Source: an optimization exercise on an open RTL-to-GDS flow (aim: small area, a short achievable clock period and few clock cycles). Production flows keep margins and buffers that such runs may drop.
Only simulation tests tie the RTL to the original design; equivalence was not proved.
Power and IR drop assume default switching activity.

## JK
## ddr_rw
module ddr_rw
(
   input               c3_clk0,
   input               c3_rst0,                
   input               pic_store_done,         
   output reg          lbp_finish,             
   output reg          c3_p0_cmd_en,
   output reg [2:0]    c3_p0_cmd_instr,
   output reg [5:0]    c3_p0_cmd_bl,
   output reg [29:0]   c3_p0_cmd_byte_addr,
   input               c3_p0_cmd_full,
   output reg          c3_p0_wr_en,
   output reg [15:0]   c3_p0_wr_mask,
   output reg [127:0]  c3_p0_wr_data,
   input               c3_p0_wr_full,
   output reg          c3_p0_rd_en,
   input  [127:0]      c3_p0_rd_data,
   input               c3_p0_rd_empty
);
For scale: roughly 2300 cells after synthesis, about 500 flip-flops, about 320 I/O pins, ~0.023 mm2 of cells after synthesis.
clock: 8.0 ns
lec_check: 0
abc_area: 1
cap_margin: 20
core_margin: 2
core_utilization: 60
place_density: 0.85
setup_slack_margin: 5
slew_margin: 20
standard.sh (not shown) runs the stock make flow with config.mk's settings and CLKGATE_MAP_FILE= SYNTH_SCRIPT=/design/flow/synth_recipe.tcl, a recipe that flattens the netlist after the stock synthesis.
==> flow/flow/run.sh <==
#!/bin/bash
# Layout flow: the standard ORFS layout (standard.sh, unchanged synthesis),
# with two changes to how the layout is made:
#  - the input and output port buffers inserted before global placement are
#    sky130_fd_sc_hd__buf_1 cells instead of the resizer's default choice
#    (every port still gets its own buffer; later repair may resize them);
#  - clock tree synthesis clusters up to 16 sinks per leaf buffer and
#    inserts no dummy loads.
set -euo pipefail
export BUFFER_PORTS_ARGS="-buffer_cell sky130_fd_sc_hd__buf_1"
export CTS_ARGS="-sink_clustering_enable -repair_clock_nets -sink_clustering_size 16 -sink_clustering_max_diameter 50 -buf_list {sky130_fd_sc_hd__clkbuf_8} -dont_use_dummy_load"
bash standard.sh finish > standard_flow.log 2>&1
Testbench counts of JK, summed over its fixed seeds: cycles 79,446.
Input-level comparison between MS and JK:
- PLACE_DENSITY changed from 0.85 to 0.7
- CTS_BUF_LIST newly set to sky130_fd_sc_hd__clkbuf_4 sky130_fd_sc_hd__clkbuf_8
==> flow/flow/run.sh <==
#!/bin/bash
# Layout flow: the standard ORFS layout (standard.sh, unchanged synthesis),
# with the input and output port buffers inserted before global placement made
# of sky130_fd_sc_hd__buf_1 cells instead of the resizer's default choice.
# Every port still gets its own buffer; later repair may resize them.
set -euo pipefail
export BUFFER_PORTS_ARGS="-buffer_cell sky130_fd_sc_hd__buf_1"
bash standard.sh finish > standard_flow.log 2>&1
Findings:
Per the final summary, MS finished and its layout is clean on timing, DRC and antenna.
On MS: data required time of the worst path is 0.04 ns lower than what JK gave.
Sequential group share of total power sits lower in MS than in JK.
Summary — number of setup buffers added after CTS, MS relative to JK: higher, by 1.
Any difference in worst hold slack between JK and MS is small enough to ignore.
diff inputs: MS => AL
- TNS_END_PERCENT now 0, previously not set
[summary]
Against MS, clock period minus final worst setup slack in AL came out worse. Per the comparison of AL with MS, multi-input logic area saw a decrease; detailed-placement wirelength estimate saw an increase; number of post-CTS setup repair buffers saw an increase; share of cells above drive strength 1 saw a decrease; initial antenna violation count saw a decrease. Diff MS -> AL: worst hold slack after final layout neither gained nor lost much, number of inverters outside the clock class in the layout decreased 0.93%, met2 global-route usage went down 0.37 points.
Here is what was changed in the inputs of TR compared with AL.
- clearing CTS_BUF_LIST, which used to be sky130_fd_sc_hd__clkbuf_4 sky130_fd_sc_hd__clkbuf_8
- clearing TNS_END_PERCENT, which used to be 0
==> flow/flow/run.sh <==
#!/bin/bash
# Layout flow: the standard ORFS layout (standard.sh, unchanged synthesis),
# with two changes to how the layout is made:
#  - the input and output port buffers inserted before global placement are
#    sky130_fd_sc_hd__buf_1 cells instead of the resizer's default choice
#    (every port still gets its own buffer; later repair may resize them);
#  - clock tree synthesis clusters up to 16 sinks per leaf buffer and
#    inserts no dummy loads.
set -euo pipefail
export BUFFER_PORTS_ARGS="-buffer_cell sky130_fd_sc_hd__buf_1"
export CTS_ARGS="-sink_clustering_enable -repair_clock_nets -sink_clustering_size 16 -sink_clustering_max_diameter 50 -buf_list {sky130_fd_sc_hd__clkbuf_8} -dont_use_dummy_load"
bash standard.sh finish > standard_flow.log 2>&1
Results
- Of the two values seen for capture point of the worst path, ys[34] was produced by AL and c3_p0_wr_data[74] by TR.
- Placed instance area: AL vs TR — no meaningful difference
- TR vs AL — global-route usage dropped 0.82 points.
- TR ends up with a shortest period the worst path allows that is 0.093 ns lower than in AL.
- Max number of clock-tree buffers in the layout across AL and TR: AL
- First-iteration DRC count: TR higher than AL
- [compare] base=AL new=TR: wire length of the first global-routing pass went down; headroom to the max-slew limit lost 13 points; fraction of area in registers went up 1.8 points.
- [TR vs AL] post-CTS setup repair buffer count: lower in TR

-- port drivers added, routing unchanged --
The flow's constraints put no driver on any port. The routed layouts listed below were extracted and timed again, unchanged, in two steps.
Step 1 (the two cells are an assumption about what drives the block):
set clk [get_ports {c3_clk0}]
set_driving_cell -lib_cell sky130_fd_sc_hd__clkbuf_16 $clk
set_driving_cell -lib_cell sky130_fd_sc_hd__buf_2 [delete_from_list [all_inputs] $clk]
Step 2 times the ports against the registers' clock, not the clock port: input delays grow and output delays shrink by t, the midpoint of the rising clock arrivals with the driver on.
Slacks: no drivers / after step 1 / after step 2; pairs: no drivers / after step 1.
| run | t (ns) | setup WS [ns] | worst register clock-pin slew, ns |
|---|---|---|---|
| JK | 0.663 | 5.119 / 5.118 / 4.752 | 0.10 / 0.10 |
| MS | 0.667 | 5.115 / 5.115 / 4.767 | 0.07 / 0.07 |
| AL | 0.678 | 5.019 / 5.019 / 4.794 | 0.07 / 0.07 |
| TR | 0.679 | 5.113 / 5.092 / 4.792 | 0.11 / 0.11 |
After both steps every run listed still meets setup and hold. The setup slack of JK, which loses most, moves by -0.001 ns with the drivers and by -0.367 ns with both steps.
